Background: an optimization exercise with open tools, aiming at small area, a short achievable clock period and few clock cycles per item. Do not read the settings as production practice. Only simulation tests tie the RTL to the original design; equivalence was not proved. No activity file was given, so power comes from the tool's default toggle rates.

==> inputs of run a <==
Design pyjamask96, start of the top module:
module pyjamask96(
    input clk,
    input reset_n,
    input load,
    input start,
    input [7:0] byte_in,
    input [7:0] byte_key_in,
    output reg valid,
    output reg [7:0] byte_out
    );
export LEC_CHECK = 0
export CAP_MARGIN = 20
export CORE_MARGIN = 2
export CORE_UTILIZATION = 40
export PLACE_DENSITY = 0.6
export SETUP_SLACK_MARGIN = 5
export SLEW_MARGIN = 20
create_clock -name core_clock -period 8.0 [get_ports {clk}]
standard.sh (not shown) runs the stock make flow with config.mk's settings and CLKGATE_MAP_FILE= SYNTH_SCRIPT=/design/flow/synth_recipe.tcl, a recipe that flattens the netlist after the stock synthesis.
==> flow/flow/run.sh <==
#!/bin/bash
set -euo pipefail
bash standard.sh SETUP_SLACK_MARGIN=5.4 finish > orfs_make.log 2>&1
==> run b (differences from run a) <==
--- a/flow/design.v
+++ b/flow/design.v
@@ -7,22 +7,29 @@
     input [7:0] byte_in,
     input [7:0] byte_key_in,
     output reg valid,
     output reg [7:0] byte_out
     );
-    reg         ph_ld, ph_run, ph_rot;
+    reg         ph_ld, ks1, ph_run, ph_rot;
+    reg         sel_run, sel_rot, sel_ld;
+    reg         vld;
+    reg [7:0]   in_x;
     reg         loading;
     reg         started;
     reg [3:0]   cnt;
     reg [95:0]  state;
     reg [127:0] key;     
-    wire [31:0] x1 = state[95:64], x2 = state[63:32], x0 = state[31:0];
+    wire [95:0] sl = {state[31:24], state[23:16], state[15:8], state[7:0], state[95:88], state[87:80], state[79:72], state[71:64], state[63:56], state[55:48], state[47:40], state[39:32]};    
+    wire [31:0] x0 = sl[95:64], x1 = sl[63:32], x2 = sl[31:0];
     wire [31:0] k0 = key[127:96], k1 = key[95:64], k2 = key[63:32], k3 = key[31:0];
-    wire [31:0] sb0 = x1 ^ (x0 & x2);
-    wire [31:0] sb1 = x2 ^ (x0 | x1);
-    wire [31:0] sb2 = ~(x0 ^ (x1 & ~x2));
+    wire g = sel_run;
+    wire [31:0] sb0 = ({32{g}} & x1) ^ ({32{g}} & x0 & x2);
+    wire [31:0] sb1 = ({32{g}} & x2) ^ ({32{g}} & (x0 | x1));
+    wire [31:0] sb2 = ({32{g}} & x0) ^ ({32{g}} & x1 & ~x2);
     wire [31:0] mr0, mr1, mr2;
+    wire [95:0] mr = {mr0, mr1, mr2};
+    wire [95:0] rk = {k0, k1, ~k2};
     wire [31:0] ka = k0 ^ k1, kb = k2 ^ k3;
     wire [31:0] kx0 = k1 ^ kb;
     wire [31:0] kmk;
     wire [31:0] kx1 = k0 ^ kb, kx2 = k3 ^ ka, kx3 = k2 ^ ka;
     wire [31:0] nk0 = kmk ^ {24'h0, 4'h8, cnt};
@@ -518,18 +525,30 @@
     assign kmk[27] = kx0[15] ^ mk_f1[18] ^ mk_f3[27] ^ mk_f3[11] ^ mk_f3[23];
     assign kmk[28] = kx0[16] ^ mk_f1[19] ^ mk_f3[28] ^ mk_f3[12] ^ mk_f3[24];
     assign kmk[29] = kx0[17] ^ mk_f1[20] ^ mk_f3[29] ^ mk_f3[13] ^ mk_f3[25];
     assign kmk[30] = kx0[18] ^ mk_f1[21] ^ mk_f3[30] ^ mk_f3[14] ^ mk_f3[26];
     assign kmk[31] = kx0[19] ^ mk_f1[22] ^ mk_f3[31] ^ mk_f3[15] ^ mk_f3[27];
+    wire last_load  = ph_ld & loading & (cnt == 4'd15);
+    wire last_round = ph_run & (cnt == 4'd14);
+    wire last_out   = ph_rot & vld & (cnt == 4'd11);
+    wire out_go     = (last_round | (ph_rot & ~vld & (cnt == 4'd11))) & (start | started);
+    always @(posedge clk) begin
+        sel_ld  <= (ph_ld & ~last_load) | last_out;
+        sel_run <= ks1 | (ph_run & ~last_round);
+        sel_rot <= (ph_rot & ~last_out) | last_round;
+        valid   <= (vld & ~last_out) | out_go;
+        in_x    <= byte_in ^ byte_key_in;
+    end
     always @(posedge clk or negedge reset_n) begin
         if (!reset_n) begin
             ph_ld   <= 1'b1;
+            ks1     <= 1'b0;
             ph_run  <= 1'b0;
             ph_rot  <= 1'b0;
             loading <= 1'b0;
             started <= 1'b0;
-            valid   <= 1'b0;
+            vld     <= 1'b0;
             cnt     <= 4'd0;
         end else begin
             if (ph_ld) begin
                 if (!loading) begin
                     started <= 1'b0;
@@ -540,50 +559,54 @@
                 end else begin
                     cnt <= cnt + 4'd1;
                     if (cnt == 4'd15) begin
                         loading <= 1'b0;
                         ph_ld   <= 1'b0;
-                        ph_run  <= 1'b1;
+                        ks1     <= 1'b1;
                     end
                 end
             end
+            if (ks1) begin
+                cnt    <= 4'd1;
+                ks1    <= 1'b0;
+                ph_run <= 1'b1;
+                if (start) started <= 1'b1;
+            end
             if (ph_run) begin
                 cnt <= cnt + 4'd1;
                 if (start) started <= 1'b1;
-                if (cnt == 4'd13) begin
+                if (cnt == 4'd14) begin
                     cnt    <= 4'd0;
                     ph_run <= 1'b0;
                     ph_rot <= 1'b1;
-                    if (start | started) valid <= 1'b1;
+                    if (start | started) vld <= 1'b1;
                 end
             end
             if (ph_rot) begin
                 cnt <= (cnt == 4'd11) ? 4'd0 : cnt + 4'd1;
                 if (start) started <= 1'b1;
                 if (cnt == 4'd11) begin
-                    if (valid) begin
-                        valid  <= 1'b0;
+                    if (vld) begin
+                        vld    <= 1'b0;
                         ph_rot <= 1'b0;
                         ph_ld  <= 1'b1;
                     end else if (start | started) begin
-                        valid  <= 1'b1;
+                        vld    <= 1'b1;
                     end
                 end
             end
         end
     end
-    wire [7:0] low_in = (loading & cnt[3] & cnt[2]) ? state[95:88] : (byte_in ^ byte_key_in);
-    always @(posedge clk) begin
-        if (ph_ld)
-            state <= {state[87:0], low_in};
-        else if (ph_run)
-            state <= {mr1 ^ nk1, mr2 ^ nk2, mr0 ^ nk0};
-        else
-            state <= {state[7:0], state[95:8]};
-    end
+    wire       rot_in = ks1 | (loading & cnt[3] & cnt[2] & (cnt[1] | cnt[0]));
+    wire [7:0] low_in = rot_in ? state[95:88] : in_x;
+    wire [95:0] b = sel_run ? {rk[63:56], rk[55:48], rk[47:40], rk[39:32], rk[31:24], rk[23:16], rk[15:8], rk[7:0], rk[95:88], rk[87:80], rk[79:72], rk[71:64]} :
+                    sel_rot ? {state[7:0], state[95:8]} :
+                             {state[87:0], low_in};
+    always @(posedge clk)
+        state <= {mr[63:56], mr[55:48], mr[47:40], mr[39:32], mr[31:24], mr[23:16], mr[15:8], mr[7:0], mr[95:88], mr[87:80], mr[79:72], mr[71:64]} ^ b;
     always @(posedge clk) begin
-        if (ph_ld)
+        if (sel_ld)
             key <= {key[119:0], byte_key_in};
         else
             key <= {nk0, nk1, nk2, nk3};
     end
     always @(*) byte_out = state[39:32];
==> flow/flow/run.sh (replaced) <==
#!/bin/bash
set -euo pipefail
MARGIN=5.4
NOX3=1
PLATFORM_DONT_USE=$(sed -n '/^export DONT_USE_CELLS += \\/,/[^\\]$/p' "$FLOW_HOME/platforms/sky130hd/config.mk" | grep -o 'sky130_fd_sc_hd__[a-z0-9_]*' | tr '\n' ' ')
EXTRA=()
if [[ $NOX3 == 1 ]]; then
  EXTRA+=("DONT_USE_CELLS=$PLATFORM_DONT_USE sky130_fd_sc_hd__xor3_1 sky130_fd_sc_hd__xor3_2 sky130_fd_sc_hd__xor3_4 sky130_fd_sc_hd__xnor3_1 sky130_fd_sc_hd__xnor3_2 sky130_fd_sc_hd__xnor3_4")
fi
bash standard.sh "${EXTRA[@]}" SETUP_SLACK_MARGIN=$MARGIN finish > orfs_make.log 2>&1
--- a/flow/config.mk
+++ b/flow/config.mk
@@ -6,8 +6,11 @@
 export NUM_CORES = 4
 export LEC_CHECK = 0
 export CAP_MARGIN = 20
 export CORE_MARGIN = 2
 export CORE_UTILIZATION = 40
-export PLACE_DENSITY = 0.6
+export CTS_CLUSTER_DIAMETER = 100
+export CTS_CLUSTER_SIZE = 30
+export GPL_ROUTABILITY_DRIVEN = 0
+export PLACE_DENSITY = 0.75
 export SETUP_SLACK_MARGIN = 5
 export SLEW_MARGIN = 20
==> comparison <==
- Run b completed without violations. Run a completed without violations.
- Against run b, the clock power of run a is larger by 57%.
- Against run b, the critical path depth of run a is lower by 1.
- In run a the sequential power is lower than in run b, by 19%.
- Of run a and run b, run b has the higher total power (gap 24%, measured against run b).
- Between run b and run a, the lower core utilization is in run b (gap 10 points).
- Routed wire length: run b is smaller than run a (19%).
Testbench counts of run a, summed over its fixed seeds: cycles 8,064, blocks 192.
Testbench counts of run b, summed over its fixed seeds: cycles 8,256, blocks 192.

port drivers added, routing unchanged:
Ports are ideal in the flow. The routed layouts listed here were re-timed in OpenROAD.
Step 1 sets driving cells, clkbuf_16 on the clock port and buf_2 on the other inputs (assumed; they add their load-dependent delay and slew).
Step 2 adds t to the input delays and takes it off the output delays; t is the mean of the earliest and latest rising clock arrival at the registers after step 1. Input paths then give back, and output paths get back, about the clock's delay inside the block.
a / b / c = ideal / step 1 / step 2; a / b = the first two.
| run | t, ns | slack for setup (ns) | clock arrival spread, ns | worst register clock-pin slew, ns | pins driven straight from the clock port |
|---|---|---|---|---|---|
| run a | 0.627 | 5.195 / 5.195 / 4.661 | 0.026 / 0.026 | 0.07 / 0.07 | 1 |
| run b | 0.568 | 5.349 / 5.298 / 5.108 | 0.052 / 0.052 | 0.12 / 0.12 | 1 |
After both steps every run listed still meets setup and hold. For run a, which loses most, drivers alone change the setup slack by 0.000 ns; drivers and shift together by -0.534 ns.
